This design comes from an exercise in tuning for small area on the open sky130 flow, not from production work. Function was not checked in any run shown here: the RTL went through the layout flow alone. Power and IR drop assume default switching activity.

==> flow/design.v (outline; a module is shown in full before it is edited, if it fits) <==
// module mac_arith: 1617 lines
// module fa_cell: 4 lines
// module ha_cell: 4 lines
// module bwd_arith: 1589 lines
// module top_level: 423 lines
// module rs_cell: 9 lines
module top_level (
    clk, rst, seed,
    action, state, next_state, step_o, phase, episode_o, q_cur, q_next
);
  // ...
==> flow/flow/run.sh <==
#!/bin/bash
set -euo pipefail
export BUFFER_PORTS_ARGS="-buffer_cell sky130_fd_sc_hd__buf_1"
export CTS_ARGS="-sink_clustering_enable -repair_clock_nets -dont_use_dummy_load -buf_list sky130_fd_sc_hd__clkbuf_8 -sink_clustering_size 15 -sink_clustering_max_diameter 80"
bash standard.sh > standard.log 2>&1
==> flow/standard.sh <==
#!/bin/bash
# synth_recipe.tcl (not shown) runs the flow's synth.tcl, then flattens the netlist and writes it again
# the make line also repeats each setting of config.mk as NAME=value (left out here)
make -C /OpenROAD-flow-scripts/flow DESIGN_CONFIG=/design/flow/config.mk WORK_HOME=/design/flow/orfs CLKGATE_MAP_FILE= SYNTH_SCRIPT=/design/flow/synth_recipe.tcl "${@:-finish}"
==> flow/config.mk <==
export PLATFORM = sky130hd
export DESIGN_NAME = top_level
export DESIGN_NICKNAME = top_level
export VERILOG_FILES = /design/flow/design.v
export SDC_FILE = /design/flow/constraint.sdc
export NUM_CORES = 8
export LEC_CHECK = 0
export CAP_MARGIN = 20
export CORE_MARGIN = 2
export CORE_UTILIZATION = 30
export CTS_BUF_LIST = sky130_fd_sc_hd__clkbuf_8
export CTS_CLUSTER_DIAMETER = 80
export CTS_CLUSTER_SIZE = 15
export PLACE_DENSITY = 0.45
export SLEW_MARGIN = 20
export SYNTH_HIERARCHICAL = 1
export SYNTH_MINIMUM_KEEP_SIZE = 0
==> flow/constraint.sdc <==
create_clock -name core_clock -period 20.0 [get_ports {clk}]
set_input_delay 4.0000 -clock core_clock [delete_from_list [all_inputs] [get_ports {clk}]]
set_output_delay 4.0000 -clock core_clock [all_outputs]
set_load 0.01 [all_outputs]
==> flow_summary.yaml, run 1 <==
outcome:
  status: "no timing/DRC/antenna violations"
floorplanning:
  initial_core_util_pct: 30.08
  core_area_mm2: 0.2931
  ios: 172
cells_and_area:
  clock_area_share_pct: 1.616
  sh_seq_area_pct: 25.94
  reg_top3: "w2r: 495 flops, w3r: 220 flops"
  final_common_cell: "nand2_1"
hold_path:
  hp-start: "w3r[180]$_DFF_P_"
route:
  viasPerCell: 4.948
  drt-pass1-iter-count: 8
  wl_met2_mm: 128.6
critical_path:
  critPathLaunch: "st_old[2]$_SDFFE_PP0P_"
  reg2reg_depth: 63
  slowest_stage: "nor3_1"
  cp_max_fo: 23
clock_tree:
  cts_hold_buffers: 0
  clkLatencyLatePin_ns: 0.92
power:
  ir_drop_uv: 605.2
  seq_power_share_pct: 24.4
  seq_power_w: 0.00261
  p_comb_share_pct: 63.1
synth:
  synthFlopType: "dfxtp_1"
  yosysTopAreaCell: "fa_1"
  postSynthAreaPerCell_um2: 9.514
  synth-simple-area-share_pct: 18.79
  syn-instance-count: 9267
timing:
  whs_ns: 0.2816
  fin_ws_ns: 2.756
  setup_tns_ns: 0
global_route:
  grt_overflow: 0
==> inputs of run 2 (changes only) <==
--- a/flow/config.mk
+++ b/flow/config.mk
@@ -6,5 +6,5 @@
 export NUM_CORES = 8
 export LEC_CHECK = 0
-export CAP_MARGIN = 20
+export CAP_MARGIN = 5
 export CORE_MARGIN = 2
 export CORE_UTILIZATION = 30
@@ -13,5 +13,5 @@
 export CTS_CLUSTER_SIZE = 15
 export PLACE_DENSITY = 0.45
-export SLEW_MARGIN = 20
+export SLEW_MARGIN = 5
 export SYNTH_HIERARCHICAL = 1
 export SYNTH_MINIMUM_KEEP_SIZE = 0
==> flow_summary.yaml, run 2 <==
outcome:
  status: "no timing/DRC/antenna violations"
floorplanning:
  rows: 199
  die_width_um: 546.1
  die_y_um: 546.1
  die_area_mm2: 0.2982
  ios: 172
  core_area_mm2: 0.2931
  initial_core_util_pct: 30.08
critical_path:
  cp_slowest_stage_delay_ns: 0.82
  r2r-start: "st_old[0]$_SDFFE_PP1P_"
  reg2reg_depth: 61
  crit_path_start_kind: "register"
  crit_top_cell: "a21oi_1"
  cp_max_fo: 23
  cp.arrival_ns: 18.41
  path_class: "reg -> reg"
  end_kind: "register"
  r2r_end: "dl3[3]$_SDFFE_PP0P_"
  slowest_stage: "a21oi_2"
  reg2reg_slack_ns: 2.33
  crit_required_ns: 20.74
route:
  viasPerCell: 4.954
  drt-initial-drc-count: 4783
  drt-pass1-iter-count: 7
  postRouteWirelength_mm: 292.8
  drc: 0
  ant_nets: 0
  wl_per_cell_um: 22.27
  via_count: 65130
clock_tree:
  cts_tree: "built"
  clkLatencyLatePin_ns: 0.88
  cts_buffers: 110
  htreeDepth: 3
  cts_sinks: 1224
  cts_hold_buffers: 0
  cts-root-buf: "clkbuf_8"
  clk_pin_slew_ns: 0.10
  cts_buffer_depth: 3
  cts_resized: 0
  cts_setup_buffers: 0
synth:
  synth_seq_cells: 1224
  ys_types: 120
  synth_nets: 11040
  synth_warnings: 7
  synth_seq_area_share_pct: 27.79
  synthTopCellsByArea: "fa_1 (31%), dfxtp_1 (28%), nand2_1 (8.7%)"
  synthFlopType: "dfxtp_1"
  synth-edff-count: 0
  synth-async-reset-ratio_pct: 0
  yosysTopAreaCellShare_pct: 30.59
  syn-instance-count: 9267
  synth.cell_area_mm2: 0.08816
  postSynthAreaPerCell_um2: 9.514
  synth_most_common_cell: "nand2_1"
  yosysTopAreaCell: "fa_1"
  synth_common_cells: "nand2_1 (2052), fa_1 (1347), dfxtp_1 (1224)"
hold_path:
  hp-class: "reg -> reg"
  hp-start: "w2r[406]$_DFF_P_"
  min_to: "w2r[395]$_DFF_P_"
  min_path_cells: 1
timing:
  finalMaxSlewViolations: 0
  final_hold_viol_count: 0
  setup_tns_ns: 0
  fmax_mhz: 56.61
  min_period_over_period_pct: 88.33
  fin_ws_ns: 2.335
  setup-violations-final: 0
  period_needed_ns: 17.67
  fin_worst_skew_ns: 0.1115
  tightest_slew_ns: 1.220
  slew_headroom_pct: 18.00
  whs_ns: 0.3352
  rsz0062_at_grt: "false"
cells_and_area:
  mostFrequentLayoutCells: "nand2_1 (2052), fa_1 (1347), dfxtp_1 (1209)"
  final_common_cell: "nand2_1"
  reg_top3: "w2r: 495 flops, w3r: 220 flops"
  layout.cells.non_filler: 13150
  nets: 10990
  drive_gt1_share_pct: 4.966
  fin_util_pct: 32.25
  fillerInstances: 30400
  largest_reg_flops: 495
  top_register: "w2r"
  area_delta_synth_final_pct: 7.197
global_route:
  grt_pass1_vias: 68250
  grt_first_pass_wirelength_mm: 445.8
  grt_usage_pct: 19.57
  grt_start_max_net_pins: 110
  grt_overflow: 0
  antenna_found_initial: 7
placement:
  dp_slack_ns: 2.325
  place_inst: 13030
  gp_congestion: 0.8765
  dp_hpwl_mm: 213.6
  port_buffers: 171
power:
  p_per_area_mw_per_mm2: 113.2
  swShare_pct: 46.19
  p_leak_nw: 31.33
  p_sw_w: 0.004943
  seq_power_share_pct: 24.3
  ir_drop_uv: 676.2
  p_comb_share_pct: 63.2
  power_frac_clock_pct: 12.5
  p_int_w: 0.005758
run:
  cap_violations: 0
[run 2: cell counts after synthesis]
Identical to the previous run, type by type.
[run 2: per-module statistics from Yosys (local to each module, per instance), excerpt]
module,cells,flip-flops and latches,area (um^2),times used
ha_cell,1,0,12.51,17
top_level,4609,1224,45600,1
mac_arith,1200,0,5727,1
bwd_arith,1411,0,7436,1
fa_cell,1,0,20.02,1326
[run 2: per-stage QoR]
step | total power, W | instance area [um^2]
finish | 0.01070 | 94510
global route | 0.01176 | 94500
CTS | 0.01079 | 94490
detailed placement | 0.009363 | 92980
global placement | 0.009438 | 92980
floorplan | 0.007600 | 88160
[run 2: worst max-delay path, delay by kind of cell, from the launching register on]
family          cells  cell delay [ns]
buf+inv             4             0.57
compound gates     23             5.76
xor+xnor            2             1.13
fa+ha+maj           7             2.74
simple gates       22             5.47
mux                 3             1.20
flops               1             0.68
[run 2: cell type report]
| cell class | count | area [um^2] | area share [%] |
|---|---|---|---|
| clock buffers | 110 | 1514 | 1.602 |
| repair buffers | 336 | 1897 | 2.007 |
| diodes | 6 | 15.01 | 0.01589 |
| inverters | 622 | 2342 | 2.478 |
| flip-flops and latches | 1224 | 24520 | 25.95 |
| well taps | 3919 | 4903 | 5.188 |
| multi-input cells | 6930 | 59310 | 62.76 |
[run 2: cells by family (layout without fill, tap and decap cells)]
| group | after synthesis | in the layout | share of synthesized area (%) |
|---|---|---|---|
| other cells | 0 | 6 | 0 |
| flops | 1224 | 1224 | 27.79 |
| compound gates | 1061 | 1061 | 7.946 |
| buf+inv | 1113 | 1068 | 5.092 |
| xor+xnor | 215 | 215 | 2.153 |
| fa+ha+maj | 1757 | 1757 | 36.40 |
| mux | 153 | 153 | 1.822 |
| simple gates | 3744 | 3744 | 18.79 |
[run 2: per-layer routing]
layer  track usage [%]  part of all wire [%]  vias up
met5                 0                0.0041        -
met4             4.787                   2.5        2
met3             3.011                   5.7      362
met2             30.07                    44     1866
met1             28.59                    48    33510
li1                  -                     -    29390
[run 2: power groups by stage]
stage	clock, W	combinational (W)	sequential (W)
floorplan	0	0.00499	0.00261
finish	0.00134	0.00676	0.00260
global placement	0	0.00677	0.00267
detailed placement	0	0.00670	0.00266
CTS	0.00141	0.00678	0.00261
global route	0.00148	0.00767	0.00261
[run 2: worst max path at each step]
stage / startpoint / endpoint / slack [ns] / cells past startpoint
finish: st_old[0]$_SDFFE_PP1P_ / dl3[3]$_SDFFE_PP0P_ / 2.33 / 61
global route: st_old[3]$_SDFFE_PP0P_ / dl0[3]$_SDFFE_PP0P_ / 1.06 / 69
CTS: st_old[2]$_SDFFE_PP0P_ / dl3[3]$_SDFFE_PP0P_ / 2.24 / 61
detailed placement: st_old[2]$_SDFFE_PP0P_ / dl0[3]$_SDFFE_PP0P_ / 2.32 / 60
global placement: st_old[3]$_SDFFE_PP0P_ / dl0[3]$_SDFFE_PP0P_ / 2.67 / 58
floorplan: st_old[0]$_SDFFE_PP1P_ / dl0[3]$_SDFFE_PP0P_ / 5.75 / 77
==> inputs of run 3 (changes only) <==
--- a/flow/config.mk
+++ b/flow/config.mk
@@ -6,12 +6,12 @@
 export NUM_CORES = 8
 export LEC_CHECK = 0
-export CAP_MARGIN = 5
+export CAP_MARGIN = 20
 export CORE_MARGIN = 2
-export CORE_UTILIZATION = 30
+export CORE_UTILIZATION = 50
 export CTS_BUF_LIST = sky130_fd_sc_hd__clkbuf_8
 export CTS_CLUSTER_DIAMETER = 80
 export CTS_CLUSTER_SIZE = 15
-export PLACE_DENSITY = 0.45
-export SLEW_MARGIN = 5
+export PLACE_DENSITY = 0.6
+export SLEW_MARGIN = 20
 export SYNTH_HIERARCHICAL = 1
 export SYNTH_MINIMUM_KEEP_SIZE = 0
==> flow_summary.yaml, run 3 <==
outcome:
  status: "no timing/DRC/antenna violations"
synth:
  synthFlopType: "dfxtp_1"
  synth_most_common_cell: "nand2_1"
  synth_nets: 11040
  synth-edff-count: 0
  synth_fa_ha_area_share_pct: 36.40
  synth.cell_area_mm2: 0.08816
  syn-instance-count: 9267
  synth_seq_cells: 1224
  synth_seq_area_share_pct: 27.79
  ys_types: 120
  synth_common_cells: "nand2_1 (2052), fa_1 (1347), dfxtp_1 (1224)"
  synthMuxAreaShare_pct: 1.822
  synth_xor_area_share_pct: 2.153
  synth-simple-area-share_pct: 18.79
  synth_top_family_by_area: "adder cells"
  yosysTopAreaCellShare_pct: 30.59
  postSynthAreaPerCell_um2: 9.514
  yosysTopAreaCell: "fa_1"
  synthTopCellsByArea: "fa_1 (31%), dfxtp_1 (28%), nand2_1 (8.7%)"
  synth-async-reset-ratio_pct: 0
  synth-compound-area-share_pct: 7.946
  synth_warnings: 7
global_route:
  grt_first_pass_wirelength_mm: 410.9
  grt_usage_pct: 29.62
  antenna_found_initial: 6
  grt_overflow: 0
  grt_start_max_net_pins: 120
  grt_pass1_vias: 67860
timing:
  tightest_slew_ns: 1.311
  setup-violations-final: 0
  finalMaxSlewViolations: 0
  slew_headroom_pct: 12.30
  rsz0062_at_grt: "false"
  min_period_over_period_pct: 84.70
  setup_tns_ns: 0
  final_hold_viol_count: 0
  fin_worst_skew_ns: 0.1843
  fin_ws_ns: 3.061
  period_needed_ns: 16.94
  fmax_mhz: 59.03
placement:
  dp_hpwl_mm: 191.2
  dp_slack_ns: 3.120
  gp_congestion: 0.9445
  port_buffers: 171
clock_tree:
  cts_hold_buffers: 0
  cts_resized: 0
  clk_pin_slew_ns: 0.10
  htreeDepth: 3
  cts_buffers: 106
  cts-root-buf: "clkbuf_8"
  cts_buffer_depth: 3
  cts_sinks: 1224
  clkLatencyLatePin_ns: 0.92
  cts_setup_buffers: 0
  cts_tree: "built"
critical_path:
  cp.arrival_ns: 17.69
  path_delay_family: "compound AO/OA/AOI/OAI gates"
  crit_path_start_kind: "register"
  cp_slowest_stage_delay_ns: 0.86
  crit_top_cell: "o21a_1"
  r2r-start: "st_old[3]$_SDFFE_PP0P_"
  reg2reg_depth: 60
  cp_max_fo: 23
  crit_required_ns: 20.75
  r2r_end: "dl0[3]$_SDFFE_PP0P_"
  path_class: "reg -> reg"
  end_kind: "register"
  cp_num_buf_inv: 4
  slowest_stage: "xnor2_1"
  reg2reg_slack_ns: 3.06
route:
  ant_nets: 0
  drt-pass1-iter-count: 9
  drt-initial-drc-count: 5081
  drc: 0
  viasPerCell: 5.654
  wl_per_cell_um: 22.71
  postRouteWirelength_mm: 262.5
  via_count: 65350
hold_path:
  hp-start: "w2r[473]$_DFF_P_"
  hp-class: "reg -> reg"
  min_to: "w2r[462]$_DFF_P_"
  min_path_cells: 1
cells_and_area:
  mostFrequentLayoutCells: "nand2_1 (2052), fa_1 (1347), dfxtp_1 (1217)"
  top_register: "w2r"
  reg_top3: "w2r: 495 flops, w3r: 220 flops"
  largest_reg_flops: 495
  drive_gt1_share_pct: 4.733
  nets: 10980
  final_common_cell: "nand2_1"
  area_delta_synth_final_pct: 4.803
floorplanning:
  rows: 154
  die_y_um: 423.9
  ios: 172
  die_width_um: 423.9
  die_area_mm2: 0.1797
  core_area_mm2: 0.1757
  initial_core_util_pct: 50.17
power:
  ir_drop_uv: 609.2
  p_leak_nw: 31.24
  p_per_area_mw_per_mm2: 112.5
run:
  cap_violations: 0
-- run 3: cell counts after synthesis --
Identical to the previous run, type by type.
-- run 3: routing by layer --
layer / vias to the layer above / share of wire, % / wire length, um / track usage (%)
li1: 29380 / - / - / -
met1: 33220 / 43 / 114000 / 41.08
met2: 2298 / 47 / 122200 / 47.56
met3: 454 / 6.8 / 17770 / 4.796
met4: 2 / 3.3 / 8536 / 9.324
met5: - / 0.0046 / 12 / 0
-- run 3: metrics by stage --
| stage | hold slack, ns | std cells | power (W) | utilization (%) | area (um^2) |
|---|---|---|---|---|---|
| 6_report | 0.3262 | 11560 | 0.01040 | 52.58 | 92400 |
| 5_1_grt | 0.3295 | 11560 | 0.01145 | 52.58 | 92390 |
| 4_1_cts | 0.3210 | 11550 | 0.01043 | 52.56 | 92360 |
| 3_5_place_dp | 0.3552 | 11450 | 0.009090 | 51.73 | 90910 |
| 3_3_place_gp | 0.3523 | 11450 | 0.009154 | 51.73 | 90900 |
| 2_1_floorplan | 0.3517 | 9267 | 0.007600 | - | 88160 |
-- run 3: worst max-delay path by stage --
stage | startpoint | endpoint | cells past startpoint
global placement | st_old[3]$_SDFFE_PP0P_ | dl0[3]$_SDFFE_PP0P_ | 69
global route | st_old[3]$_SDFFE_PP0P_ | dl0[3]$_SDFFE_PP0P_ | 61
detailed placement | st_old[3]$_SDFFE_PP0P_ | dl0[3]$_SDFFE_PP0P_ | 68
finish | st_old[3]$_SDFFE_PP0P_ | dl0[3]$_SDFFE_PP0P_ | 60
floorplan | st_old[0]$_SDFFE_PP1P_ | dl0[3]$_SDFFE_PP0P_ | 77
CTS | st_old[3]$_SDFFE_PP0P_ | dl0[3]$_SDFFE_PP0P_ | 59
-- run 3: cell families after synthesis --
| kind of cell | count (synthesis) |
|---|---|
| and+or+nand+nor | 3744 |
| adders and majority gates | 1757 |
| muxes | 153 |
| buffers and inverters | 1113 |
| xor gates and xnor gates | 215 |
| AOI/OAI and AO/OA | 1061 |
| DFF | 1224 |
-- run 3: where the power goes --
| group | leakage, nW | switching [W] | internal, W | total (W) |
|---|---|---|---|---|
| registers | 9.94 | 0.0000863 | 0.00252 | 0.00261 |
| clock network | 0.762 | 0.000817 | 0.000469 | 0.00129 |
| logic | 20.5 | 0.00376 | 0.00274 | 0.00650 |
| total | 31.2 | 0.00467 | 0.00573 | 0.0104 |
-- run 3: modules after synthesis, one instance, submodules excluded, excerpt --
module	times used	cell area, um^2	cells inside
fa_cell	1326	20.02	1
mac_arith	1	5727	1200
ha_cell	17	12.51	1
top_level	1	45600	4609
bwd_arith	1	7436	1411
-- run 3: cell type report --
class	instances	area [um^2]
fillers	16340	83330
multi-input cells	6930	59310
flip-flops and latches	1224	24510
well taps	2340	2928
inverters	622	2342
repair buffers	329	1832
clock buffers	106	1459
diodes	7	17.52
==> inputs of run 4 (changes only) <==
==> flow/flow/run.sh (replaced) <==
#!/bin/bash
set -euo pipefail
export BUFFER_PORTS_ARGS="-buffer_cell sky130_fd_sc_hd__buf_1"
export CTS_ARGS="-sink_clustering_enable -repair_clock_nets -dont_use_dummy_load -buf_list sky130_fd_sc_hd__clkbuf_16 -sink_clustering_size 24 -sink_clustering_max_diameter 120"
bash standard.sh > standard.log 2>&1
--- a/flow/config.mk
+++ b/flow/config.mk
@@ -8,9 +8,9 @@
 export CAP_MARGIN = 20
 export CORE_MARGIN = 2
-export CORE_UTILIZATION = 50
-export CTS_BUF_LIST = sky130_fd_sc_hd__clkbuf_8
-export CTS_CLUSTER_DIAMETER = 80
-export CTS_CLUSTER_SIZE = 15
-export PLACE_DENSITY = 0.6
+export CORE_UTILIZATION = 30
+export CTS_BUF_LIST = sky130_fd_sc_hd__clkbuf_16
+export CTS_CLUSTER_DIAMETER = 120
+export CTS_CLUSTER_SIZE = 24
+export PLACE_DENSITY = 0.45
 export SLEW_MARGIN = 20
 export SYNTH_HIERARCHICAL = 1
==> flow_summary.yaml, run 4 <==
placement:
  dpl-instance-area_mm2: 0.09299
  gp_congestion: 0.8765
  port_buffers: 171
  dp_hpwl_mm: 214.0
  place_inst: 13030
power:
  p_per_area_mw_per_mm2: 114.0
  ir_drop_uv: 616.7
  p_leak_nw: 31.36
timing:
  slew_headroom_pct: 16.24
  final_hold_viol_count: 0
  setup_tns_ns: 0
  min_period_over_period_pct: 86.53
  setup-violations-final: 0
  finalMaxSlewViolations: 0
  fin_worst_skew_ns: 0.07947
  tightest_slew_ns: 1.246
  period_needed_ns: 17.31
  rsz0062_at_grt: "false"
  fmax_mhz: 57.78
synth:
  synth_common_cells: "nand2_1 (2052), fa_1 (1347), dfxtp_1 (1224)"
  synth_seq_cells: 1224
  synth_xor_area_share_pct: 2.153
  synth.cell_area_mm2: 0.08816
  synthMuxAreaShare_pct: 1.822
  synthTopCellsByArea: "fa_1 (31%), dfxtp_1 (28%), nand2_1 (8.7%)"
  synthFlopType: "dfxtp_1"
  yosysTopAreaCellShare_pct: 30.59
  postSynthAreaPerCell_um2: 9.514
  syn-instance-count: 9267
  synth-compound-area-share_pct: 7.946
  synth_top_family_by_area: "adder cells"
  synth_nets: 11040
  synth-simple-area-share_pct: 18.79
  ys_types: 120
  synth_warnings: 7
  synth-async-reset-ratio_pct: 0
  synth-edff-count: 0
  synth_seq_area_share_pct: 27.79
  yosysTopAreaCell: "fa_1"
  synth_most_common_cell: "nand2_1"
  synth_fa_ha_area_share_pct: 36.40
cells_and_area:
  drive_gt1_share_pct: 4.532
  layout.cells.non_filler: 13100
  top_register: "w2r"
  reg_top3: "w2r: 495 flops, w3r: 220 flops"
  fin_util_pct: 32.30
  nets: 10950
  final_common_cell: "nand2_1"
  fillerInstances: 30460
  area_delta_synth_final_pct: 7.367
  mostFrequentLayoutCells: "nand2_1 (2052), fa_1 (1347), dfxtp_1 (1209)"
  diodes: 0
  stdcell_area_mm2: 0.09466
  largest_reg_flops: 495
floorplanning:
  ios: 172
  core_area_mm2: 0.2931
  die_area_mm2: 0.2982
  rows: 199
  die_width_um: 546.1
  die_y_um: 546.1
  initial_core_util_pct: 30.08
clock_tree:
  cts_buffers: 66
  cts_resized: 0
  clk_pin_slew_ns: 0.11
  clkLatencyLatePin_ns: 0.72
  cts-root-buf: "clkbuf_16"
  cts_hold_buffers: 0
  cts_sinks: 1224
  cts_setup_buffers: 0
  htreeDepth: 3
  cts_buffer_depth: 3
  cts_tree: "built"
route:
  drc: 0
  postRouteWirelength_mm: 291.9
  viasPerCell: 4.966
  drt-initial-drc-count: 4636
  drt-pass1-iter-count: 6
  wl_per_cell_um: 22.29
  ant_nets: 0
  via_count: 65050
global_route:
  antenna_found_initial: 4
  grt_start_max_net_pins: 110
  grt_usage_pct: 19.53
  grt_first_pass_wirelength_mm: 445.3
  grt_pass1_vias: 67950
  grt_overflow: 0
critical_path:
  end_kind: "register"
  cp_num_buf_inv: 4
  cp.arrival_ns: 17.87
  cp_slowest_stage_delay_ns: 0.86
  cp_max_fo: 23
  crit_required_ns: 20.57
  slowest_stage: "nor3_1"
  crit_path_start_kind: "register"
  path_delay_family: "compound AO/OA/AOI/OAI gates"
  reg2reg_depth: 60
  crit_top_cell: "a21oi_1"
  cp.depth: 60
  path_class: "reg -> reg"
outcome:
  status: "no timing/DRC/antenna violations"
hold_path:
  min_path_cells: 1
  hp-class: "reg -> reg"
run:
  cap_violations: 0
-- run 4: cell counts after synthesis --
No cell type changed its count.
-- run 4: through the flow --
step / hold WS, ns / power [W] / setup slack [ns]
final: 0.3423 / 0.01079 / 2.694
after global routing: 0.3443 / 0.01184 / 1.454
after CTS: 0.3472 / 0.01086 / 2.464
after detailed placement: 0.3548 / 0.009362 / 2.527
after global placement: 0.3519 / 0.009438 / 2.668
after floorplan: 0.3517 / 0.007600 / 5.747
-- run 4: per-module statistics from Yosys (local to each module, per instance), excerpt --
| module | cells | copies in the design | flip-flops and latches |
|---|---|---|---|
| top_level | 4609 | 1 | 1224 |
| fa_cell | 1 | 1326 | 0 |
| ha_cell | 1 | 17 | 0 |
| bwd_arith | 1411 | 1 | 0 |
| mac_arith | 1200 | 1 | 0 |
-- run 4: final cells by class --
cell class	count	area [um^2]	share of cell area [%]
tap	3919	4903	5.180
multi-input combinational	6930	59330	62.68
inverter	622	2342	2.474
clock buffer	66	1652	1.745
timing repair buffer	337	1908	2.016
sequential	1224	24520	25.91
-- run 4: worst register-to-register path, delay by kind of cell (launching register included) --
kind,cells,cell delay [ns]
buf+inv,4,0.50
mux,4,1.40
flops,1,0.62
simple gates,16,4.47
fa+ha+maj,7,2.99
xor+xnor,2,1.14
compound gates,27,6.10
-- run 4: layer usage --
metal  vias up  track usage, %  routed length (um)
met1     33590           28.91              141200
li1      29300               -                   -
met2      1839           30.02              128500
met5         -               0                   0
met4         0           4.439                6860
met3       323           2.600               15380
-- run 4: kinds of logic after synthesis --
group           count (synthesis)
simple gates                 3744
fa+ha+maj                    1757
flops                        1224
buf+inv                      1113
compound gates               1061
xor+xnor                      215
mux                           153
-- run 4: worst paths after layout --
check	to	from	slack [ns]
worst min register to register	w3r[149]$_DFF_P_	w3r[160]$_DFF_P_	0.34
worst min-delay path	w3r[149]$_DFF_P_	w3r[160]$_DFF_P_	0.34
worst max-delay path	dl0[3]$_SDFFE_PP0P_	st_old[2]$_SDFFE_PP0P_	2.69
worst max register to register	dl0[3]$_SDFFE_PP0P_	st_old[2]$_SDFFE_PP0P_	2.69
-- run 4: power by group --
part           internal, W  total, W  switching (W)
clock network     0.000592   0.00142       0.000832
logic              0.00276   0.00676        0.00400
registers          0.00252   0.00261      0.0000809
total              0.00588    0.0108        0.00492
==> module top_level, before the edit <==
module top_level (
    clk, rst, seed,
    action, state, next_state, step_o, phase, episode_o, q_cur, q_next
);
    input clk, rst;
    input [11:0] seed;
    output [1:0] action;
    output [3:0] state;
    output [3:0] next_state;
    output [3:0] step_o;
    output [3:0] phase;
    output [11:0] episode_o;
    output [63:0] q_cur;
    output [63:0] q_next;
    integer r, p, i;
    function [15:0] w2init;           
        input integer row, col;
        begin
            case (row)
            0: case (col)
                0: w2init = 16'b0000000110101011;
                1: w2init = 16'b0000001000100111;
                2: w2init = 16'b0000000010001111;
                3: w2init = 16'b0000000000101000;
                default: w2init = 16'b0000001010111111;
               endcase
            1: w2init = 16'b0000000101001101;
            2: w2init = 16'b0000000100101010;
            3: w2init = 16'b0000000110001001;
            4: w2init = 16'b0000000100000110;
            5: w2init = 16'b0000000100100100;
            6: w2init = 16'b0000000110000011;
            7: w2init = 16'b0000000110101000;
            default: w2init = 16'b0000000100010010;
            endcase
        end
    endfunction
    function [15:0] w3init;           
        input integer out, col;
        begin
            case (out*5+col)
            0:  w3init = 16'b0000000111001010;
            1:  w3init = 16'b0000001110100010;
            2:  w3init = 16'b0000000100101100;
            3:  w3init = 16'b0000000100100110;
            4:  w3init = 16'b0000000010000101;
            5:  w3init = 16'b0000000000010100;
            6:  w3init = 16'b0000001010110111;
            7:  w3init = 16'b0000000011011101;
            8:  w3init = 16'b0000000100100110;
            9:  w3init = 16'b0000000010110101;
            10: w3init = 16'b0000000000010110;
            11: w3init = 16'b0000001110000100;
            12: w3init = 16'b0000000101100100;
            13: w3init = 16'b0000000001011010;
            14: w3init = 16'b0000000100110110;
            15: w3init = 16'b0000000010100011;
            16: w3init = 16'b0000000001011001;
            17: w3init = 16'b0000000001010111;
            18: w3init = 16'b0000000101010101;
            default: w3init = 16'b0000000100101011;
            endcase
        end
    endfunction
    function [4:0] w3lo;
        input integer out;
        input [2:0] col;
        reg [15:0] t;
        begin
            t = w3init(out, col);
            w3lo = t[4:0];
        end
    endfunction
    function [4:0] w2lof;
        input [3:0] row;
        input [2:0] col;
        reg [15:0] t;
        begin
            t = w2init(row, col);
            w2lof = t[4:0];
        end
    endfunction
    function [11:0] actf;
        input [15:0] z;
        reg neg, satp, satn, segb, segc, lz, cin;
        reg [11:0] sh, k;
        begin
            neg = z[15];
            satp = ~neg & (z > 16'd5120);
            satn = neg & (z < 16'hEC00);                        
            segc = neg ? ((z > 16'hEC00) & (z < 16'hF680))      
                       : ((z > 16'd2432) & (z < 16'd5120));
            segb = neg ? ((z > 16'hF680) & (z < 16'hFC00))      
                       : ((z > 16'd1024) & (z < 16'd2432));
            sh = segc ? {{4{z[15]}}, z[12:5]} : (segb ? {{2{z[15]}}, z[12:3]} : z[13:2]);
            k = segc ? (neg ? 12'd160 : 12'd864) : (segb ? (neg ? 12'd384 : 12'd640) : 12'd512);
            lz = segc ? (z[4:0] == 5'd0) : (segb ? (z[2:0] == 3'd0) : (z[1:0] == 2'd0));
            cin = neg & ~lz;
            actf = satp ? 12'd1024 : (satn ? 12'd0 : k + sh + {11'd0, cin});
        end
    endfunction
    function [3:0] gmove;
        input [1:0] ci, cj, a;
        input [3:0] stp;
        reg [1:0] im, jm, in_, jn;
        begin
            im = (a == 2'd1) ? (ci - 2'd1) : ((a == 2'd3) ? (ci + 2'd1) : ci);
            jm = (a == 2'd2) ? (cj - 2'd1) : ((a == 2'd0) ? (cj + 2'd1) : cj);
            in_ = (im == 2'd0) ? ci : im;
            jn = (jm == 2'd0) ? cj : jm;
            gmove = (stp == 4'd15) ? 4'b0101 : {in_, jn};
        end
    endfunction
    function [3:0] ij2st;
        input [3:0] ij;
        begin
            ij2st = ((ij[3:2] - 4'd1) * 4'd3) + ij[1:0];
        end
    endfunction
    function [11:0] lfsr_sh;
        input [11:0] x;
        begin
            lfsr_sh = {x[10:0], x[10] ^ x[7]};
        end
    endfunction
    reg [3:0] ctrl, step;
    reg [11:0] ep;
    wire [3:0] st1;
    always @(posedge clk) begin
        if (rst) begin
            ctrl <= 4'd0;
            step <= 4'd0;
            ep <= 12'd0;
        end else begin
            ctrl <= ctrl + 4'd1;
            if (ctrl == 4'd9) begin
                ctrl <= 4'd1;
                step <= step + 4'd1;
                if ((step == 4'd15) || (st1 == 4'd9)) begin
                    step <= 4'd1;
                    ep <= ep + 12'd1;
                end
            end
        end
    end
    reg [11:0] lf;
    always @(posedge clk) begin
        if (rst) lf <= seed;
        else lf <= lfsr_sh(lf);
    end
    reg [11:0] qc0, qc1, qc2, qc3, qn0, qn1, qn2, qn3;
    wire signed [11:0] sc0 = qc0, sc1 = qc1, sc2 = qc2, sc3 = qc3;
    wire signed [11:0] cm1 = (sc0 > sc1) ? sc0 : sc1;
    wire signed [11:0] cm2 = (sc2 > sc3) ? sc2 : sc3;
    wire signed [11:0] qt = (cm1 > cm2) ? cm1 : cm2;
    wire [1:0] qact = (qt == sc0) ? 2'd0 : (qt == sc1) ? 2'd1 : (qt == sc2) ? 2'd2 : 2'd3;
    wire [1:0] act = (ep < lf) ? qact : lf[1:0];
    reg [1:0] gi, gj;
    wire [3:0] ijn = gmove(gi, gj, act, step);
    assign st1 = ij2st(ijn);
    wire [3:0] st = ij2st({gi, gj});
    always @(posedge clk) begin
        if (rst) begin
            gi <= 2'd1;
            gj <= 2'd1;
        end else if (ctrl == 4'd1) begin
            gi <= ijn[3:2];
            gj <= ijn[1:0];
        end
    end
    reg [11:0] pq0, pq1;
    wire [11:0] aA, aB;
    wire signed [11:0] sn0 = pq0, sn1 = pq1, sn2 = aA, sn3 = aB;
    wire signed [11:0] nm1 = (sn0 > sn1) ? sn0 : sn1;
    wire signed [11:0] nm2 = (sn2 > sn3) ? sn2 : sn3;
    wire signed [11:0] qmx = (nm1 > nm2) ? nm1 : nm2;
    reg signed [4:0] dl0, dl1, dl2, dl3;
    wire [11:0] lf7 = lfsr_sh(lfsr_sh(lf));
    wire [1:0] act7 = (ep < lf7) ? qact : lf7[1:0];
    wire [3:0] st1_7 = ij2st(gmove(gi, gj, act7, step));
    wire signed [15:0] rw_a = ((st1_7 == 4'd5) || (st1_7 == 4'd7) || (st1_7 == 4'd8)) ? -16'sd5120 :
                              ((st1_7 == 4'd9) ? 16'sd10240 : 16'sd0);
    wire signed [15:0] rw_b = ((st1_7 == st) || (step == 4'd15)) ? -16'sd5120 : 16'sd0;
    wire signed [15:0] rwd = rw_a + rw_b;
    wire signed [15:0] tdu = (qmx >>> 1) + (qmx >>> 2) + (qmx >>> 3) + rwd - qt;
    wire signed [4:0] tdd = tdu[14:10];
    always @(posedge clk) begin
        if (rst) begin
            dl0 <= 5'sd0; dl1 <= 5'sd0; dl2 <= 5'sd0; dl3 <= 5'sd0;
        end else if ((ctrl == 4'd5) && (step != 4'd0)) begin
            case (act7)
                2'd0: dl0 <= tdd;
                2'd1: dl1 <= tdd;
                2'd2: dl2 <= tdd;
                default: dl3 <= tdd;
            endcase
        end
    end
    wire [11:0] lf9 = lfsr_sh(lfsr_sh(lfsr_sh(lf)));
    wire [11:0] lf1 = lfsr_sh(lf9);
    wire [1:0] act9 = (ep < lf9) ? qact : lf9[1:0];
    wire wrap9 = (step == 4'd15) || (ij2st(gmove(gi, gj, act9, step)) == 4'd9);
    wire [11:0] ep1 = wrap9 ? ep + 12'd1 : ep;
    wire [3:0] step1 = wrap9 ? 4'd1 : step + 4'd1;
    wire [1:0] act1 = (ep1 < lf1) ? qact : lf1[1:0];
    wire [3:0] stnew = ij2st(gmove(gi, gj, act1, step1));
    reg [3:0] st_old, st_new;
    always @(posedge clk) begin
        if (rst) begin
            st_old <= 4'd1;
            st_new <= 4'd1;
        end else if (ctrl == 4'd6) begin
            st_old <= st;
            st_new <= stnew;
        end
    end
    reg run;
    always @(posedge clk) begin
        if (rst) run <= 1'b0;
        else if (ctrl == 4'd6) run <= 1'b1;
    end
    wire s1 = (ctrl == 4'd6) || (ctrl == 4'd7) || (ctrl == 4'd8) || (ctrl == 4'd9) || (ctrl == 4'd1);
    wire s2 = run && ((ctrl == 4'd7) || (ctrl == 4'd8) || (ctrl == 4'd9) || (ctrl == 4'd1) || (ctrl == 4'd2));
    wire s3 = run && ((ctrl == 4'd8) || (ctrl == 4'd9) || (ctrl == 4'd1) || (ctrl == 4'd2) || (ctrl == 4'd3));
    reg [2:0] ph;
    always @(posedge clk) begin
        if (rst) ph <= 3'd0;
        else ph <= (ph == 3'd4) ? 3'd0 : ph + 3'd1;
    end
    function [2:0] colat;
        input [2:0] phase_, pos;
        reg [3:0] s;
        begin
            s = phase_ + pos;
            colat = (s >= 4'd5) ? s - 4'd5 : s;
        end
    endfunction
    wire [2:0] col0 = colat(ph, 3'd0);    
    wire [2:0] col4 = colat(ph, 3'd4);    
    wire [2:0] col3 = colat(ph, 3'd3);    
    reg [9*55-1:0] w2r;         
    reg [54:0] b2r;             
    reg [4*55-1:0] w3r;         
    reg [54:0] apr;             
    reg [54:0] acr;             
    localparam [4:0] POL_A = 5'b00101;    
    localparam [4:0] POL_B = 5'b01010;    
    localparam [4:0] POL_C = 5'b10101;    
    wire [10:0] acr0 = ~acr[10:0];        
    reg [10:0] b3h0, b3h1, b3h2, b3h3;
    wire [10:0] w3h0 = ~w3r[0*55 +: 11];      
    wire [10:0] w3h1 = ~w3r[1*55 +: 11];
    wire [10:0] w3h2 = ~w3r[2*55 +: 11];
    wire [10:0] w3h3 = ~w3r[3*55 +: 11];
    wire signed [15:0] w3s0 = {w3h0, w3lo(0, col0)};
    wire signed [15:0] w3s1 = {w3h1, w3lo(1, col0)};
    wire signed [15:0] w3s2 = {w3h2, w3lo(2, col0)};
    wire signed [15:0] w3s3 = {w3h3, w3lo(3, col0)};
    wire [10:0] aprev = apr[10:0];
    wire [7:0] delta2;
    wire [10:0] w3n0, w3n1, w3n2, w3n3;
    bwd_arith u_bwd (
        .w3s0(w3s0), .w3s1(w3s1), .w3s2(w3s2), .w3s3(w3s3),
        .dl0(dl0), .dl1(dl1), .dl2(dl2), .dl3(dl3),
        .aprev(aprev), .delta2(delta2),
        .w3h0(w3h0), .w3h1(w3h1), .w3h2(w3h2), .w3h3(w3h3),
        .w3n0(w3n0), .w3n1(w3n1), .w3n2(w3n2), .w3n3(w3n3)
    );
    reg [7:0] d2r;              
    always @(posedge clk) d2r <= delta2;
    wire [3:0] orow = st_old - 4'd1;
    wire [3:0] nrow = st_new - 4'd1;
    reg [10:0] w2o, w2nr;
    always @* begin
        w2o = 11'd0;
        w2nr = 11'd0;
        for (r = 0; r < 9; r = r + 1) begin
            w2o = w2o | ({11{orow == r}} & w2r[r*55+44 +: 11]);
            w2nr = w2nr | ({11{nrow == r}} & w2r[r*55+44 +: 11]);
        end
    end
    wire [10:0] w2u = w2o + {{3{d2r[7]}}, d2r};
    wire [10:0] w2n = (st_new == st_old) ? w2u : w2nr;
    wire [10:0] b2n = b2r[54:44] - {10'd0, d2r[7]};
    wire [4:0] w2lo = w2lof(nrow, col4);
    wire [15:0] z2 = {w2n, w2lo} + {b2n, 5'b11111};
    wire [10:0] anext = aA[10:0];
    wire signed [15:0] w3t0 = {w3r[0*55+33 +: 11], w3lo(0, col3)};
    wire signed [15:0] w3t1 = {w3r[1*55+33 +: 11], w3lo(1, col3)};
    wire signed [15:0] w3t2 = {w3r[2*55+33 +: 11], w3lo(2, col3)};
    wire signed [15:0] w3t3 = {w3r[3*55+33 +: 11], w3lo(3, col3)};
    reg [25:0] acc0, acc1, acc2, acc3;
    wire clr = (ctrl == 4'd8);
    wire [25:0] macc0, macc1, macc2, macc3;
    mac_arith u_mac (
        .acc0(acc0), .acc1(acc1), .acc2(acc2), .acc3(acc3), .clr(clr),
        .b3h0(b3h0), .b3h1(b3h1), .b3h2(b3h2), .b3h3(b3h3),
        .w3t0(w3t0), .w3t1(w3t1), .w3t2(w3t2), .w3t3(w3t3), .acur3(acr[43:33] & {11{s3}}),
        .macc0(macc0), .macc1(macc1), .macc2(macc2), .macc3(macc3)
    );
    always @(posedge clk) begin
        if (rst) begin
            acc0 <= 26'd0; acc1 <= 26'd0; acc2 <= 26'd0; acc3 <= 26'd0;
        end else begin              
            acc0 <= macc0;
            acc1 <= macc1;
            acc2 <= macc2;
            acc3 <= macc3;
        end
    end
    wire rstn = ~rst;
    wire [10:0] w3n [0:3];
    assign w3n[0] = w3n0;
    assign w3n[1] = w3n1;
    assign w3n[2] = w3n2;
    assign w3n[3] = w3n3;
    wire [9*55-1:0] w2d;
    wire [54:0] b2d, apd, acd;
    wire [4*55-1:0] w3d;
    genvar gr, gp, gb;
    generate
        for (gr = 0; gr < 9; gr = gr + 1) begin : g_w2
            for (gp = 0; gp < 5; gp = gp + 1) begin : g_p
                if (gp == 3) begin : g_wr
                    localparam [10:0] C = w2init(gr, gp) >> 5;
                    assign w2d[gr*55+33 +: 11] = (rst || (s2 && (orow == gr))) ? (rst ? C : w2u) : w2r[gr*55+44 +: 11];
                end else begin : g_sh
                    localparam [10:0] C = (w2init(gr, gp) >> 5) ^ {11{POL_A[gp]}};
                    for (gb = 0; gb < 11; gb = gb + 1) begin : g_b
                        rs_cell #(.V(C[gb])) u (.q(w2r[gr*55+((gp+1)%5)*11+gb]), .rst(rst), .rstn(rstn), .d(w2d[gr*55+gp*11+gb]));
                    end
                end
            end
        end
        for (gp = 0; gp < 5; gp = gp + 1) begin : g_b2
            if (gp == 3) begin : g_wr
                assign b2d[33 +: 11] = (rst || s2) ? (rst ? 11'h7FF : b2n) : b2r[44 +: 11];
            end else begin : g_sh
                for (gb = 0; gb < 11; gb = gb + 1) begin : g_b
                    rs_cell #(.V(~POL_A[gp])) u (.q(b2r[((gp+1)%5)*11+gb]), .rst(rst), .rstn(rstn), .d(b2d[gp*11+gb]));
                end
            end
        end
        for (gr = 0; gr < 4; gr = gr + 1) begin : g_w3
            for (gp = 0; gp < 5; gp = gp + 1) begin : g_p
                if (gp == 4) begin : g_wr
                    localparam [10:0] C = ~(w3init(gr, gp) >> 5);
                    assign w3d[gr*55+44 +: 11] = (rst || s1) ? (rst ? C : ~w3n[gr]) : w3r[gr*55 +: 11];
                end else begin : g_sh
                    localparam [10:0] C = (w3init(gr, gp) >> 5) ^ {11{POL_C[gp]}};
                    for (gb = 0; gb < 11; gb = gb + 1) begin : g_b
                        rs_cell #(.V(C[gb])) u (.q(w3r[gr*55+(gp+1)*11+gb]), .rst(rst), .rstn(rstn), .d(w3d[gr*55+gp*11+gb]));
                    end
                end
            end
        end
        for (gp = 0; gp < 5; gp = gp + 1) begin : g_ap
            if (gp == 4) begin : g_wr
                assign apd[44 +: 11] = (rst || s1) ? (rst ? 11'd0 : acr0) : apr[0 +: 11];
            end else begin : g_sh
                for (gb = 0; gb < 11; gb = gb + 1) begin : g_b
                    rs_cell #(.V(POL_B[gp])) u (.q(apr[(gp+1)*11+gb]), .rst(rst), .rstn(rstn), .d(apd[gp*11+gb]));
                end
            end
        end
        for (gp = 0; gp < 5; gp = gp + 1) begin : g_ac
            if (gp == 3) begin : g_wr
                assign acd[33 +: 11] = (rst || s2) ? (rst ? 11'd512 : anext) : acr[44 +: 11];
            end else begin : g_sh
                localparam [10:0] C = 11'd512 ^ {11{POL_A[gp]}};
                for (gb = 0; gb < 11; gb = gb + 1) begin : g_b
                    rs_cell #(.V(C[gb])) u (.q(acr[((gp+1)%5)*11+gb]), .rst(rst), .rstn(rstn), .d(acd[gp*11+gb]));
                end
            end
        end
    endgenerate
    always @(posedge clk) begin
        w2r <= w2d;
        b2r <= b2d;
        w3r <= w3d;
        apr <= apd;
        acr <= acd;
    end
    wire qsel = (ctrl == 4'd5);
    wire [15:0] zA = qsel ? acc2[25:10] : acc0[25:10];
    wire [15:0] zB = qsel ? acc3[25:10] : acc1[25:10];
    assign aA = actf(s2 ? z2 : zA);
    assign aB = actf(zB);
    wire b3upd = (ctrl == 4'd6);
    always @(posedge clk) begin     
        pq0 <= aA;
        pq1 <= aB;
    end
    always @(posedge clk) begin
        if (rst) begin
            b3h0 <= 11'h7FF; b3h1 <= 11'h7FF; b3h2 <= 11'h7FF; b3h3 <= 11'h7FF;
            qn0 <= 12'd0; qn1 <= 12'd0; qn2 <= 12'd0; qn3 <= 12'd0;
            qc0 <= 12'd0; qc1 <= 12'd0; qc2 <= 12'd0; qc3 <= 12'd0;
        end else begin
            b3h0 <= b3h0 - {10'd0, dl0[4] & b3upd};
            b3h1 <= b3h1 - {10'd0, dl1[4] & b3upd};
            b3h2 <= b3h2 - {10'd0, dl2[4] & b3upd};
            b3h3 <= b3h3 - {10'd0, dl3[4] & b3upd};
            if (ctrl == 4'd5) begin
                qn0 <= pq0;
                qn1 <= pq1;
                qn2 <= aA;
                qn3 <= aB;
            end
            if ((ctrl == 4'd1) && (step != 4'd0)) begin
                qc0 <= qn0; qc1 <= qn1; qc2 <= qn2; qc3 <= qn3;
            end
        end
    end
    assign action = act;
    assign state = st;
    assign next_state = st1;
    assign step_o = step;
    assign phase = ctrl;
    assign episode_o = ep;
    assign q_cur = {{4{qc3[11]}}, qc3, {4{qc2[11]}}, qc2, {4{qc1[11]}}, qc1, {4{qc0[11]}}, qc0};
    assign q_next = {{4{qn3[11]}}, qn3, {4{qn2[11]}}, qn2, {4{qn1[11]}}, qn1, {4{qn0[11]}}, qn0};
endmodule
==> inputs of run 5 (changes only) <==
--- a/flow/design.v
+++ b/flow/design.v
@@ -3460,15 +3460,10 @@
     localparam [4:0] POL_A = 5'b00101;    
     localparam [4:0] POL_B = 5'b01010;    
-    localparam [4:0] POL_C = 5'b10101;    
     wire [10:0] acr0 = ~acr[10:0];        
     reg [10:0] b3h0, b3h1, b3h2, b3h3;
-    wire [10:0] w3h0 = ~w3r[0*55 +: 11];      
-    wire [10:0] w3h1 = ~w3r[1*55 +: 11];
-    wire [10:0] w3h2 = ~w3r[2*55 +: 11];
-    wire [10:0] w3h3 = ~w3r[3*55 +: 11];
-    wire signed [15:0] w3s0 = {w3h0, w3lo(0, col0)};
-    wire signed [15:0] w3s1 = {w3h1, w3lo(1, col0)};
-    wire signed [15:0] w3s2 = {w3h2, w3lo(2, col0)};
-    wire signed [15:0] w3s3 = {w3h3, w3lo(3, col0)};
+    wire signed [15:0] w3s0 = {w3r[0*55 +: 11], w3lo(0, col0)};
+    wire signed [15:0] w3s1 = {w3r[1*55 +: 11], w3lo(1, col0)};
+    wire signed [15:0] w3s2 = {w3r[2*55 +: 11], w3lo(2, col0)};
+    wire signed [15:0] w3s3 = {w3r[3*55 +: 11], w3lo(3, col0)};
     wire [10:0] aprev = apr[10:0];
     wire [7:0] delta2;
@@ -3478,5 +3473,5 @@
         .dl0(dl0), .dl1(dl1), .dl2(dl2), .dl3(dl3),
         .aprev(aprev), .delta2(delta2),
-        .w3h0(w3h0), .w3h1(w3h1), .w3h2(w3h2), .w3h3(w3h3),
+        .w3h0(w3r[0*55 +: 11]), .w3h1(w3r[1*55 +: 11]), .w3h2(w3r[2*55 +: 11]), .w3h3(w3r[3*55 +: 11]),
         .w3n0(w3n0), .w3n1(w3n1), .w3n2(w3n2), .w3n3(w3n3)
     );
@@ -3500,8 +3495,8 @@
     wire [15:0] z2 = {w2n, w2lo} + {b2n, 5'b11111};
     wire [10:0] anext = aA[10:0];
-    wire signed [15:0] w3t0 = {w3r[0*55+33 +: 11], w3lo(0, col3)};
-    wire signed [15:0] w3t1 = {w3r[1*55+33 +: 11], w3lo(1, col3)};
-    wire signed [15:0] w3t2 = {w3r[2*55+33 +: 11], w3lo(2, col3)};
-    wire signed [15:0] w3t3 = {w3r[3*55+33 +: 11], w3lo(3, col3)};
+    wire signed [15:0] w3t0 = {~w3r[0*55+33 +: 11], w3lo(0, col3)};    
+    wire signed [15:0] w3t1 = {~w3r[1*55+33 +: 11], w3lo(1, col3)};
+    wire signed [15:0] w3t2 = {~w3r[2*55+33 +: 11], w3lo(2, col3)};
+    wire signed [15:0] w3t3 = {~w3r[3*55+33 +: 11], w3lo(3, col3)};
     reg [25:0] acc0, acc1, acc2, acc3;
     wire clr = (ctrl == 4'd8);
@@ -3559,8 +3554,8 @@
             for (gp = 0; gp < 5; gp = gp + 1) begin : g_p
                 if (gp == 4) begin : g_wr
-                    localparam [10:0] C = ~(w3init(gr, gp) >> 5);
-                    assign w3d[gr*55+44 +: 11] = (rst || s1) ? (rst ? C : ~w3n[gr]) : w3r[gr*55 +: 11];
+                    localparam [10:0] C = w3init(gr, gp) >> 5;
+                    assign w3d[gr*55+44 +: 11] = (rst || s1) ? (rst ? C : w3n[gr]) : w3r[gr*55 +: 11];
                 end else begin : g_sh
-                    localparam [10:0] C = (w3init(gr, gp) >> 5) ^ {11{POL_C[gp]}};
+                    localparam [10:0] C = (w3init(gr, gp) >> 5) ^ {11{POL_B[gp]}};
                     for (gb = 0; gb < 11; gb = gb + 1) begin : g_b
                         rs_cell #(.V(C[gb])) u (.q(w3r[gr*55+(gp+1)*11+gb]), .rst(rst), .rstn(rstn), .d(w3d[gr*55+gp*11+gb]));
==> flow/flow/run.sh (replaced) <==
#!/bin/bash
set -euo pipefail
export BUFFER_PORTS_ARGS="-buffer_cell sky130_fd_sc_hd__buf_1"
export CTS_ARGS="-sink_clustering_enable -repair_clock_nets -dont_use_dummy_load -buf_list sky130_fd_sc_hd__clkbuf_8 -sink_clustering_size 15 -sink_clustering_max_diameter 80"
bash standard.sh > standard.log 2>&1
--- a/flow/config.mk
+++ b/flow/config.mk
@@ -9,7 +9,7 @@
 export CORE_MARGIN = 2
 export CORE_UTILIZATION = 30
-export CTS_BUF_LIST = sky130_fd_sc_hd__clkbuf_16
-export CTS_CLUSTER_DIAMETER = 120
-export CTS_CLUSTER_SIZE = 24
+export CTS_BUF_LIST = sky130_fd_sc_hd__clkbuf_8
+export CTS_CLUSTER_DIAMETER = 80
+export CTS_CLUSTER_SIZE = 15
 export PLACE_DENSITY = 0.45
 export SLEW_MARGIN = 20
==> flow_summary.yaml, run 5 <==
outcome:
  status: "no timing/DRC/antenna violations"
cells_and_area:
  mostFrequentLayoutCells: "nand2_1 (2154), fa_1 (1347), dfxtp_1 (1208)"
  top_register: "w2r"
  largest_reg_flops: 495
  fillerInstances: 30650
  reg_top3: "w2r: 495 flops, w3r: 220 flops"
  layout.cells.non_filler: 13180
  drive_gt1_share_pct: 4.237
  area_delta_synth_final_pct: 6.923
  nets: 11020
  final_common_cell: "nand2_1"
hold_path:
  hp-class: "reg -> reg"
synth:
  synthFlopType: "dfxtp_1"
  synthTopCellsByArea: "fa_1 (30%), dfxtp_1 (28%), nand2_1 (9.1%)"
  postSynthAreaPerCell_um2: 9.481
  synth-async-reset-ratio_pct: 0
  ys_types: 112
  synth_most_common_cell: "nand2_1"
  yosysTopAreaCell: "fa_1"
  syn-instance-count: 9335
  synth-edff-count: 0
  synth_warnings: 7
  synth_nets: 11100
  yosysTopAreaCellShare_pct: 30.47
  synth_seq_area_share_pct: 27.69
  synth.cell_area_mm2: 0.08850
  synth_seq_cells: 1224
  synth_common_cells: "nand2_1 (2155), fa_1 (1347), dfxtp_1 (1224)"
critical_path:
  critPathLaunch: "st_old[3]$_SDFFE_PP0P_"
  path_delay_family: "compound AO/OA/AOI/OAI gates"
  cp.arrival_ns: 17.84
  crit_top_cell: "ha_1"
  r2r_end: "dl3[2]$_SDFFE_PP0P_"
  crit_required_ns: 20.80
  reg2reg_depth: 64
  path_class: "reg -> reg"
  cp_slowest_stage_delay_ns: 0.76
  end_kind: "register"
  reg2reg_slack_ns: 2.96
  crit_path_start_kind: "register"
  cp.depth: 64
  cp_num_buf_inv: 4
  r2r-start: "st_old[3]$_SDFFE_PP0P_"
  worstSetupEndpoint: "dl3[2]$_SDFFE_PP0P_"
  slowest_stage: "xor2_1"
  cp_max_fo: 22
clock_tree:
  cts_hold_buffers: 0
  cts_buffer_depth: 3
  cts_tree: "built"
  cts_setup_buffers: 0
  cts_resized: 0
  clk_pin_slew_ns: 0.10
  htreeDepth: 3
  cts_sinks: 1224
  cts-root-buf: "clkbuf_8"
  cts_buffers: 111
  clkLatencyLatePin_ns: 0.95
power:
  p_per_area_mw_per_mm2: 115.8
  swShare_pct: 47.27
  p_comb_share_pct: 63.9
  p_sw_w: 0.005178
  seq_power_share_pct: 23.9
  ir_drop_uv: 665.8
  power_frac_clock_pct: 12.2
  p_leak_nw: 31.43
  p_int_w: 0.005775
timing:
  tightest_slew_ns: 1.159
  setup-violations-final: 0
  final_hold_viol_count: 0
  whs_ns: 0.2618
  fmax_mhz: 58.69
  fin_worst_skew_ns: 0.1552
  slew_headroom_pct: 22.47
  min_period_over_period_pct: 85.19
  rsz0062_at_grt: "false"
  setup_tns_ns: 0
  finalMaxSlewViolations: 0
  period_needed_ns: 17.04
route:
  top_layer_used: "met4"
  ant_nets: 0
  drt-initial-drc-count: 4522
  wl_met2_mm: 129.1
  postRouteWirelength_mm: 285.8
  m1WireLength_mm: 135.7
  met3_wirelength_mm: 14.69
  viasPerCell: 4.885
  drc: 0
  drt-pass1-iter-count: 21
  wl_per_cell_um: 21.68
  via_count: 64390
global_route:
  grt_overflow: 0
  antenna_found_initial: 10
  grt_usage_pct: 19.04
  grt_first_pass_wirelength_mm: 436.4
  grt_pass1_vias: 67440
  grt_start_max_net_pins: 165
floorplanning:
  die_width_um: 547.1
  core_area_mm2: 0.2938
  ios: 172
  die_y_um: 547.1
  rows: 199
  die_area_mm2: 0.2994
  initial_core_util_pct: 30.12
placement:
  dp_hpwl_mm: 209.7
  port_buffers: 171
  place_inst: 13060
  gp_congestion: 0.8729
run:
  cap_violations: 0
[run 5: cell count changes in the layout (fill, tap and decap cells not counted), moves of 12 or more]
cell       delta
clkbuf_8    +111
o31ai_1      +16
mux2i_1      +50
or3_1        -12
buf_4        -36
nand2_1     +102
nor3_1       -15
clkbuf_16    -66
o21ai_0      +39
a31oi_1      -36
nor2_1       -31
o21a_1       +12
[run 5: power by group through the flow]
stage	Clock (W)	Sequential (W)	Combinational, W
after global placement	0	0.00268	0.00705
after floorplan	0	0.00261	0.00548
after CTS	0.00140	0.00262	0.00707
after detailed placement	0	0.00268	0.00702
final	0.00133	0.00262	0.00700
after global routing	0.00148	0.00263	0.00803
[run 5: cell type report]
type                       instances  area, um^2  area share [%]
sequential                      1224       24520           25.92
tap                             3919        4903           5.182
timing repair buffer             303        1687           1.782
multi-input combinational       6990       59620           63.00
antenna                            8       20.02         0.02116
inverter                         624        2350           2.483
clock buffer                     111        1528           1.614
[run 5: worst min path at each step]
stage,depth (start not counted),startpoint,to,slack [ns]
6_report,1,w3r[26]$_DFF_P_,w3r[15]$_DFF_P_,0.26
5_1_grt,1,w3r[26]$_DFF_P_,w3r[15]$_DFF_P_,0.29
4_1_cts,1,w3r[26]$_DFF_P_,w3r[15]$_DFF_P_,0.28
3_5_place_dp,1,b2r[27]$_DFF_P_,b2r[16]$_DFF_P_,0.35
3_3_place_gp,1,w2r[94]$_DFF_P_,w2r[83]$_DFF_P_,0.35
2_1_floorplan,1,acr[11]$_DFF_P_,acr[0]$_DFF_P_,0.35
[run 5: metrics by stage]
| stage | utilization, % | cell area, um^2 | total power, W | setup WS, ns |
|---|---|---|---|---|
| 2_1_floorplan | - | 88500 | 0.008091 | 5.435 |
| 3_3_place_gp | 31.68 | 93070 | 0.009724 | 3.353 |
| 3_5_place_dp | 31.68 | 93070 | 0.009696 | 3.197 |
| 4_1_cts | 32.20 | 94600 | 0.01109 | 3.151 |
| 5_1_grt | 32.21 | 94620 | 0.01214 | 1.685 |
| 6_report | 32.21 | 94630 | 0.01095 | 2.962 |
[run 5: routing by layer]
| metal | vias up | GRT usage [%] |
|---|---|---|
| met2 | 1632 | 29.92 |
| met4 | 0 | 4.301 |
| met3 | 340 | 2.583 |
| li1 | 29450 | - |
| met5 | - | 0 |
| met1 | 32970 | 27.65 |
[run 5: per-module statistics from Yosys (local to each module, per instance), excerpt]
module,flip-flops and latches,area [um^2],times used,cells
fa_cell,0,20.02,1326,1
ha_cell,0,12.51,17,1
top_level,1224,45940,1,4677
mac_arith,0,5727,1,1200
bwd_arith,0,7436,1,1411
[run 5: cells by family after synthesis]
family / Yosys count / share of synthesized area [%]
flops: 1224 / 27.69
compound gates: 1052 / 7.692
simple gates: 3759 / 18.66
fa+ha+maj: 1758 / 36.27
buf+inv: 1121 / 5.091
xor+xnor: 217 / 2.164
mux: 204 / 2.435

## afterwards: timing with drivers on the ports
The flow's constraints put no driver on any port. The routed layouts listed below were extracted and timed again, unchanged, in two steps. Step 1: set_driving_cell puts a clkbuf_16 on clk and a buf_2 on each other input, an assumption about the parent block. Step 2, shift: input delay + t, output delay - t, t = (earliest + latest rising clock arrival at the registers) / 2. This alone moves slack from input paths to output paths. Three values: no drivers, after step 1, after step 2; two values: the first two.
run	shift t [ns]	setup slack, ns	hold WS [ns]	cell pins on the clock port's net
run 1	0.930	2.756 / 2.756 / 2.756	0.282 / 0.282 / 0.282	1
run 2	0.923	2.335 / 2.335 / 2.335	0.335 / 0.335 / 0.335	1
run 3	0.922	3.061 / 3.061 / 3.061	0.326 / 0.326 / 0.326	1
run 4	0.774	2.694 / 2.694 / 2.694	0.342 / 0.342 / 0.342	1
run 5	0.963	2.962 / 2.962 / 2.962	0.262 / 0.262 / 0.262	1
After both steps every run listed still meets setup and hold.
